From an optimization exercise on the open Yosys and OpenROAD flow, aimed at small area and a short achievable clock period; shortcuts taken in it are not production practice. Only simulation tests tie the RTL to the original design; equivalence was not proved. Power is estimated from default activity; no workload was simulated.

`flow/design.v`:
```
`timescale 1ns/10ps
module CannyEdge(dAddrRegRow, dAddrRegCol, bWE, bCE, InData, OutData,
	OPMode, bOPEnable, dReadReg, dWriteReg,	clk, rst_b);
input 	[2:0]			dAddrRegRow, dAddrRegCol;
input				bWE, bCE;
input 	[8-1:0] 	InData;
output 	[8-1:0] 	OutData;
reg     [8-1:0] 	OutData;
input 	[2:0]			OPMode;
input 				bOPEnable;
input 	[3:0]			dReadReg, dWriteReg;
input				clk, rst_b;
reg [8-1:0] 	regX[0:24];	 
reg [8-1:0]	regY[0:24];	 
reg [8-1:0]	regZ[0:24];	 
function integer gf;
	input integer k;
	case (k)
		0, 4, 20, 24:		gf = 1;
		1, 3, 5, 9, 15, 19, 21, 23:	gf = 3;
		2, 10, 14, 22:		gf = 4;
		6, 8, 16, 18:		gf = 7;
		7, 11, 13, 17:		gf = 10;
		default:		gf = 16;
	endcase
endfunction
function integer Sobeldx;
	input integer k;
	case (k)
		0, 6:	Sobeldx = -1;
		3:	Sobeldx = -2;
		2, 8:	Sobeldx = 1;
		5:	Sobeldx = 2;
		default: Sobeldx = 0;
	endcase
endfunction
function integer Sobeldy;
	input integer k;
	case (k)
		0, 2:	Sobeldy = 1;
		1:	Sobeldy = 2;
		6, 8:	Sobeldy = -1;
		7:	Sobeldy = -2;
		default: Sobeldy = 0;
	endcase
endfunction
function [8-1:0] rdX;
	input integer k;
	rdX = (k >= 0 && k <= 24) ? regX[k] : 0;
endfunction
function [8-1:0] rdZ;
	input integer k;
	rdZ = (k >= 0 && k <= 24) ? regZ[k] : 0;
endfunction
reg signed 	[8-1:0]	Out_gf, Out_gradient, Out_direction, Out_bThres;
parameter 			dThresHigh = 10;
parameter			dThresLow = 3;
reg 	   [31:0]		tpSum;
reg		   [1:0]		IntSignal;
reg signed [31:0] 		Gx, Gy, fGx, fGy;
reg signed [1:0]		dx, dy;
reg [3:0] index1, index2;	 
integer  i, j, addr;
always @(*)
	addr = dAddrRegRow*5+dAddrRegCol;
always @(posedge clk or negedge rst_b)
begin
	if(!rst_b)
        begin
            IntSignal <= 2'b00;
            dx <= 0;
            dy <= 0;
            Out_gf <= 0;
            Out_gradient <= 0;
            Out_direction <= 0;
            Out_bThres <= 0;
            index1 <= 0;
            index2 <= 0;
	end
	else if(bCE==1'b0)
	begin
	end
	else
	begin
	if(bOPEnable==1'b0)
	begin
		if(OPMode == 0)
		begin
			if(IntSignal == 2'b00)
                            IntSignal <= 2'b01;
			else if(IntSignal == 2'b01)
                            Out_gf <= (tpSum >> 7);  
		end
		else if(OPMode == 1)
		begin
                    if(IntSignal == 2'b00)
                        IntSignal <= 2'b01;
                    else if(IntSignal == 2'b01)
                    begin
                        Out_gradient <= (((Gx < 0) ? -Gx : Gx) + ((Gy < 0) ? -Gy : Gy)) >> 3;
                        IntSignal <= 2'b10;
                    end
                    else if(IntSignal == 2'b10)
                        IntSignal <= 2'b11;
                    else if(IntSignal == 2'b11)
                    begin
                        if(fGx >=0)
                        begin
                            if(fGy <= (fGx >> 1))
                                Out_direction <= 0;
                            else if(fGy <= ((5 * fGx) >> 1))
                                Out_direction <= 45;
                            else
                                Out_direction <= 90;
                        end
                        else  
                        begin
                            if(fGy <= ((-fGx) >> 1))
                                Out_direction <= 0;
                            else if(fGy <= ((-5 * fGx) >> 1))
                                Out_direction <= 135;
                            else
                                Out_direction <= 90;
                        end
                    end
		end
		else if(OPMode == 2 || OPMode == 3)
		begin
                    if(IntSignal == 2'b00)
                    begin
                        if(regY[6] == 0)
                        begin
                            index1 <= 5;
                            index2 <= 7;
                        end
                        else if(regY[6] == 45)
                        begin
                            index1 <= 2;
                            index2 <= 10;
                        end
                        else if(regY[6] == 90)
                        begin
                            index1 <= 11;
                            index2 <= 1;
                        end
                        else
                        begin
                            index1 <= 12;
                            index2 <= 0;
                        end
                        if(OPMode == 3)
                        begin
                            dx <= index1;
                            dy <= index2;
                        end
                        IntSignal <= 2'b01;
                    end
                    else if(IntSignal == 2'b01 && OPMode == 3)
                    begin
                            if(regX[6] >= dThresHigh)		 
                                Out_bThres <= 1;
                            else if(regX[6] <= dThresLow)		 
                                Out_bThres <= 0;
                            else					 
                            begin
                                if(rdX(6-5*dy-dx) >= dThresHigh || rdX(6+5*dy+dx) >= dThresHigh)
                                    Out_bThres <= 1;
                                else if(rdZ(6-5*dy-dx) == 1 || rdZ(6+5*dy+dx) == 1)
                                    Out_bThres <= 1;
                                else
                                    Out_bThres <= 0;
                            end
                    end
		end
	end
	else
            IntSignal <= 2'b00;
	end
end
always @(posedge clk)
begin
	if(rst_b)
	begin
	if(bCE==1'b0 && bWE==1'b0)
	begin
		if(addr <= 24)
		begin
		if(dWriteReg == 0)
			regX[addr] <= InData;
		else if(dWriteReg == 1)
			regY[addr] <= InData;
		else
			regZ[addr] <= InData;
		end
	end
	else if(bCE==1'b0 && bWE==1'b1)
	begin
		if(dReadReg == 0)
			OutData <= Out_gf;
		else if(dReadReg == 1)
			OutData <= Out_gradient;
		else if(dReadReg == 2)
			OutData <= Out_direction;
		else if(dReadReg == 3)
			OutData <= rdX(addr);
		else if(dReadReg == 4)
			OutData <= Out_bThres;
	end
	else if(bOPEnable==1'b0)
	begin
		if(OPMode == 0 && IntSignal == 2'b00)
		begin
                    tpSum = 0;
                    for(i = 0; i <= 4; i = i + 1)
                        for(j = 0; j <= 4; j = j + 1)
                            tpSum = tpSum + (regX[i*5+j] * gf(i*5+j));
		end
		else if(OPMode == 1)
		begin
                    if(IntSignal == 2'b00)
                    begin
                        Gx = 0;
                        Gy = 0;
                        for(i = 0; i <= 2; i = i + 1)
                            for(j = 0; j <= 2; j = j + 1)
                            begin
                                Gx = Gx + (regX[i*5+j] * Sobeldx(i*3+j));
                                Gy = Gy + (regX[i*5+j] * Sobeldy(i*3+j));
                            end
                    end
                    else if(IntSignal == 2'b01)
                    begin
                        fGx = (Gx < 0) ? -Gx : Gx;
                        fGy = (Gy < 0) ? -Gy : Gy;
                    end
                    else if(IntSignal == 2'b10)
                    begin
                        if(Gy < 0)
                        begin
                            fGx = -Gx;
                            fGy = -Gy;
                        end
                        else
                        begin
                            fGx = Gx;
                            fGy = Gy;
                        end
                    end
		end
		else if(OPMode == 2 && IntSignal == 2'b01)
		begin
                    if((regX[6] >= regX[index1]) && (regX[6] >= regX[index2]))
                    begin
                        regX[index1] <= 0;
                        regX[index2] <= 0;
                    end
                    else
                        regX[6] <= 0;
		end
	end
	end
end
endmodule
```
`flow/config.mk`:
```
export PLATFORM = sky130hd
export DESIGN_NAME = CannyEdge
export DESIGN_NICKNAME = CannyEdge
export VERILOG_FILES = /design/flow/design.v
export SDC_FILE = /design/flow/constraint.sdc
export NUM_CORES = 4
export LEC_CHECK = 0
export CAP_MARGIN = 20
export CORE_MARGIN = 2
export CORE_UTILIZATION = 40
export SLEW_MARGIN = 20
```
`flow/constraint.sdc`:
```
create_clock -name core_clock -period 10.0 [get_ports {clk}]
set_input_delay 2.0000 -clock core_clock [delete_from_list [all_inputs] [get_ports {clk}]]
set_output_delay 2.0000 -clock core_clock [all_outputs]
set_load 0.01 [all_outputs]
```
`flow/run.sh`:
```
#!/bin/bash
# synth_recipe.tcl (not shown) runs the flow's synth.tcl, then flattens the netlist and writes it again
# the make line also repeats each setting of config.mk as NAME=value (left out here)
make -C /OpenROAD-flow-scripts/flow DESIGN_CONFIG=/design/flow/config.mk WORK_HOME=/design/flow/orfs CLKGATE_MAP_FILE= SYNTH_SCRIPT=/design/flow/synth_recipe.tcl finish
```
==> impl_metrics.xml <==
<?xml version="1.0" encoding="UTF-8"?>
<metrics>
  <group name="critical_path">
    <metric name="cpPeakStageDelay" unit="ns">0.62</metric>
    <metric name="worstSetupStartpointType" unit="">flip-flop</metric>
    <metric name="worstSetupPathType" unit="">flip-flop to flip-flop</metric>
    <metric name="path_max_fanout" unit="">8</metric>
    <metric name="endpoint_kind" unit="">flip-flop</metric>
    <metric name="path_common_cell" unit="">inv_1</metric>
    <metric name="critPathArrivalTime" unit="ns">10.03</metric>
    <metric name="timing.critical_path.slowest_stage_cell" unit="">dfxtp_1</metric>
    <metric name="worstPathRequired" unit="ns">10.41</metric>
  </group>
  <group name="die">
    <metric name="core_region_area" unit="um^2">149000</metric>
    <metric name="fp.dieArea" unit="um^2">153000</metric>
    <metric name="design.portCount" unit="">38</metric>
    <metric name="die_h" unit="um">392</metric>
    <metric name="initial_utilization" unit="">0.402</metric>
    <metric name="chip_width" unit="um">392</metric>
    <metric name="std_cell_rows" unit="">142</metric>
  </group>
  <group name="placed_design">
    <metric name="io_buffers" unit="">37</metric>
    <metric name="place.detailed.hpwl" unit="mm">149</metric>
    <metric name="place_worst_setup_slack" unit="ns">0.178</metric>
    <metric name="routabilityCongestion" unit="">0.989</metric>
  </group>
  <group name="global_route">
    <metric name="globalRoute.totalOverflow" unit="">0</metric>
    <metric name="first_pass_grt_wire_length" unit="mm">275</metric>
    <metric name="maximum_number_of_pins_on_one_net_before_global_route_repair" unit="">65</metric>
    <metric name="antenna_found_initial" unit="">13</metric>
    <metric name="grt_util_all_layers" unit="">0.242</metric>
    <metric name="grt_pass1_vias" unit="">43800</metric>
  </group>
  <group name="layout">
    <metric name="multi_input_comb_area" unit="um^2">40500</metric>
    <metric name="area.growth.synth_to_final" unit="%">9.73</metric>
    <metric name="register_area" unit="um^2">15000</metric>
    <metric name="fillers" unit="">14000</metric>
    <metric name="finalNetCount" unit="">7133</metric>
    <metric name="drive_above_1_share" unit="">0.0767</metric>
  </group>
  <group name="timing">
    <metric name="setup_viol" unit="">0</metric>
    <metric name="tightestPinTransition" unit="ns">1.17</metric>
    <metric name="final.setup.tns" unit="ns">0</metric>
    <metric name="max_slew_violations" unit="">0</metric>
    <metric name="fin_hold_ws" unit="ns">0.478</metric>
    <metric name="final-hold-violation-count" unit="">0</metric>
    <metric name="max_slew_margin" unit="">0.217</metric>
    <metric name="rsz0062_at_grt" unit="">true</metric>
    <metric name="final.setup_skew" unit="ns">0.0889</metric>
    <metric name="worst_slack" unit="ns">0.374</metric>
    <metric name="period_share" unit="">0.963</metric>
    <metric name="fin_crit" unit="ns">9.63</metric>
    <metric name="maxClockFrequency" unit="GHz">0.104</metric>
  </group>
  <group name="synth">
    <metric name="synth_enable_flop_cells" unit="">384</metric>
    <metric name="synth.lib_cells_used.distinct" unit="">101</metric>
    <metric name="synth_top_cell_by_area" unit="">fa_1</metric>
    <metric name="synth_cells" unit="">5529</metric>
    <metric name="ys_dominant_reg_cell" unit="">edfxtp_1</metric>
    <metric name="synth_area_per_cell" unit="um^2">10.9</metric>
    <metric name="ys_seq_elements" unit="">547</metric>
    <metric name="synth_sequential_area_ratio" unit="">0.249</metric>
    <metric name="yosysWarnings" unit="">1</metric>
    <metric name="synth.area.top_cells" unit="">fa_1, edfxtp_1, ha_1</metric>
    <metric name="commonest_cells_post_synth" unit="">inv_1, fa_1, ha_1</metric>
    <metric name="asyncSetResetFlopFracSynth" unit="">0.0640</metric>
    <metric name="post_synth_instance_area" unit="um^2">60100</metric>
    <metric name="synth_top_cell_area_share" unit="">0.254</metric>
    <metric name="top_count_cell_post_synth" unit="">inv_1</metric>
  </group>
  <group name="power_and_ir_drop">
    <metric name="power-per-cell-area" unit="nW/um^2">140</metric>
    <metric name="leak_pwr" unit="nW">30.6</metric>
    <metric name="ir_worst_vdd" unit="mV">0.281</metric>
  </group>
  <group name="drt">
    <metric name="post_drt_wl_per_cell" unit="um">23.6</metric>
    <metric name="drt_pre_antenna_iters" unit="">6</metric>
    <metric name="via_to_cell_ratio" unit="">5.35</metric>
    <metric name="route.vias.total" unit="">41500</metric>
    <metric name="totalWireLength" unit="mm">183</metric>
    <metric name="drc_errors" unit="">0</metric>
    <metric name="drt.antenna.violating_nets" unit="">0</metric>
    <metric name="drt_iter0_markers" unit="">3385</metric>
  </group>
  <group name="clocking">
    <metric name="cts-buffers-inserted" unit="">61</metric>
    <metric name="cts_root_buffer_type" unit="">clkbuf_16</metric>
    <metric name="total_number_of_h_tree_levels" unit="">2</metric>
    <metric name="cts.reportedPaths.clkPinSlew" unit="ns">0.06</metric>
    <metric name="max-clock-path-buffers" unit="">3</metric>
    <metric name="holdBufCountCts" unit="">0</metric>
    <metric name="tritoncts" unit="">done</metric>
    <metric name="worst_skew_pair.late_latency" unit="ns">0.74</metric>
    <metric name="clock_sinks" unit="">547</metric>
  </group>
  <group name="flow_run">
    <metric name="maxCapViolCount" unit="">0</metric>
  </group>
  <group name="worst_hold_path">
    <metric name="hold_path.class" unit="">flip-flop to flip-flop</metric>
  </group>
  <group name="outcome">
    <metric name="run_status" unit="">complete, no violations</metric>
  </group>
</metrics>
-- registers in the layout, indices dropped and copies added (netlist names) --
register and count:
Out_bThres 1, index2 3, regX 256, Out_direction 6, Gy 32, Out_gf 8, regY 8, fGy 32
dy 2, index1 4, Gx 32, IntSignal 2, Out_gradient 8, OutData 8, tpSum 8, regZ 104
fGx 32, dx 1
-- critical path, delay by kind of cell, from the launching register on --
family | cells | cell delay, ns
adder cells (fa/ha/maj) | 10 | 4.40
AO/OA/AOI/OAI | 14 | 3.25
buffers and inverters | 9 | 0.86
flip-flops | 1 | 0.62
AND/OR/NAND/NOR | 1 | 0.09
XOR/XNOR | 1 | 0.08
-- metal layers --
metal / part of all wire / global-route usage / vias to the layer above
met5: 0.00026 / 0 / -
met4: 0.055 / 0.114 / 8
met3: 0.070 / 0.0471 / 423
met2: 0.47 / 0.400 / 1491
met1: 0.41 / 0.305 / 20800
li1: - / - / 18800
-- per-stage QoR --
step	cells	util	area, um^2	power (W)
2_1_floorplan	5584	-	60300	0.00538
3_3_place_gp	7645	0.426	63700	0.00677
3_5_place_dp	7645	0.426	63700	0.00684
4_1_cts	7760	0.440	65800	0.00925
5_1_grt	7765	0.441	65900	0.00981
6_report	7770	0.441	65900	0.00926
-- where the power goes --
part / internal (W) / leakage [nW] / switching (W) / total (W)
combinational: 0.00153 / 24.6 / 0.00265 / 0.00418
sequential: 0.00259 / 5.03 / 0.000101 / 0.00269
clock: 0.00138 / 1.02 / 0.00100 / 0.00239
total: 0.00551 / 30.6 / 0.00375 / 0.00926
-- timing repair --
item,4_1_cts,5_1_grt
setup endpoints to repair,0,11
gates resized for setup,0,16
buffers inserted,0,1
-- final cells by class --
| class | count | area share |
|---|---|---|
| clock inverter | 39 | 0.00737 |
| clock buffer | 76 | 0.0249 |
| multi-input combinational | 3719 | 0.614 |
| sequential | 547 | 0.227 |
| antenna | 7 | 0.000266 |
| inverter | 1220 | 0.0695 |
| timing repair buffer | 146 | 0.0180 |
| tap | 2016 | 0.0383 |
-- layout by cell type, fill, tap and decap left out, types with 116 or more instances in the layout --
master,synthesis,layout
ha_1,646,644
nand2_1,193,193
mux2i_1,143,143
xnor2_1,204,203
edfxtp_1,384,384
a21oi_1,199,195
dfxtp_1,128,128
fa_1,762,758
a21o_1,116,116
nor2_1,290,286
inv_1,1219,1207
mux4_2,145,145
o21ai_0,168,165
-- kinds of logic after synthesis --
group / count (synthesis) / synth area share
adders and majority gates: 1408 / 0.389
muxes: 297 / 0.0799
xor gates and xnor gates: 281 / 0.0411
buffers and inverters: 1318 / 0.0827
other: 1 / 0.0000624
AOI/OAI and AO/OA: 757 / 0.0820
DFF: 547 / 0.249
and+or+nand+nor: 920 / 0.0766
-- final timing paths --
| path | startpoint | endpoint | slack (ns) | cells past startpoint |
|---|---|---|---|---|
| max | regX[10][1] | Gy[30] | 0.37 | 35 |
| min | tpSum[10] | Out_gf[3] | 0.48 | 1 |
| max reg2reg | regX[10][1] | Gy[30] | 0.37 | 35 |
| min reg2reg | tpSum[10] | Out_gf[3] | 0.48 | 1 |
| max in group asynchronous | rst_b | index1[0] | 8.17 | 2 |
| min in group asynchronous | rst_b | Out_gradient[1] | 1.39 | 2 |

==> re-timing with driven ports <==
How much do the figures lean on ideal ports? The routed layout below was timed once more, with nothing changed but the port constraints. Step 1 sets driving cells, clkbuf_16 on the clock port and buf_2 on the other inputs (assumed; they add their load-dependent delay and slew). Step 2 moves the port delays by t, midway between the first and last clock arrival at a register: inputs arrive t later, outputs are due t later. That takes back most of the time a late clock gives input paths. Three values: no drivers, after step 1, after step 2; two values: the first two.
t, ns: 0.777
slack for setup (ns): 0.374 / 0.374 / 0.374
hold slack, ns: 0.478 / 0.478 / 0.478
slew at the worst register clock pin (ns): 0.08 / 0.08
cell pins on the clock port's net: 1
After both steps setup and hold are still met in this run. The setup slack of this run moves by 0.000 ns with the drivers and by 0.000 ns with both steps.
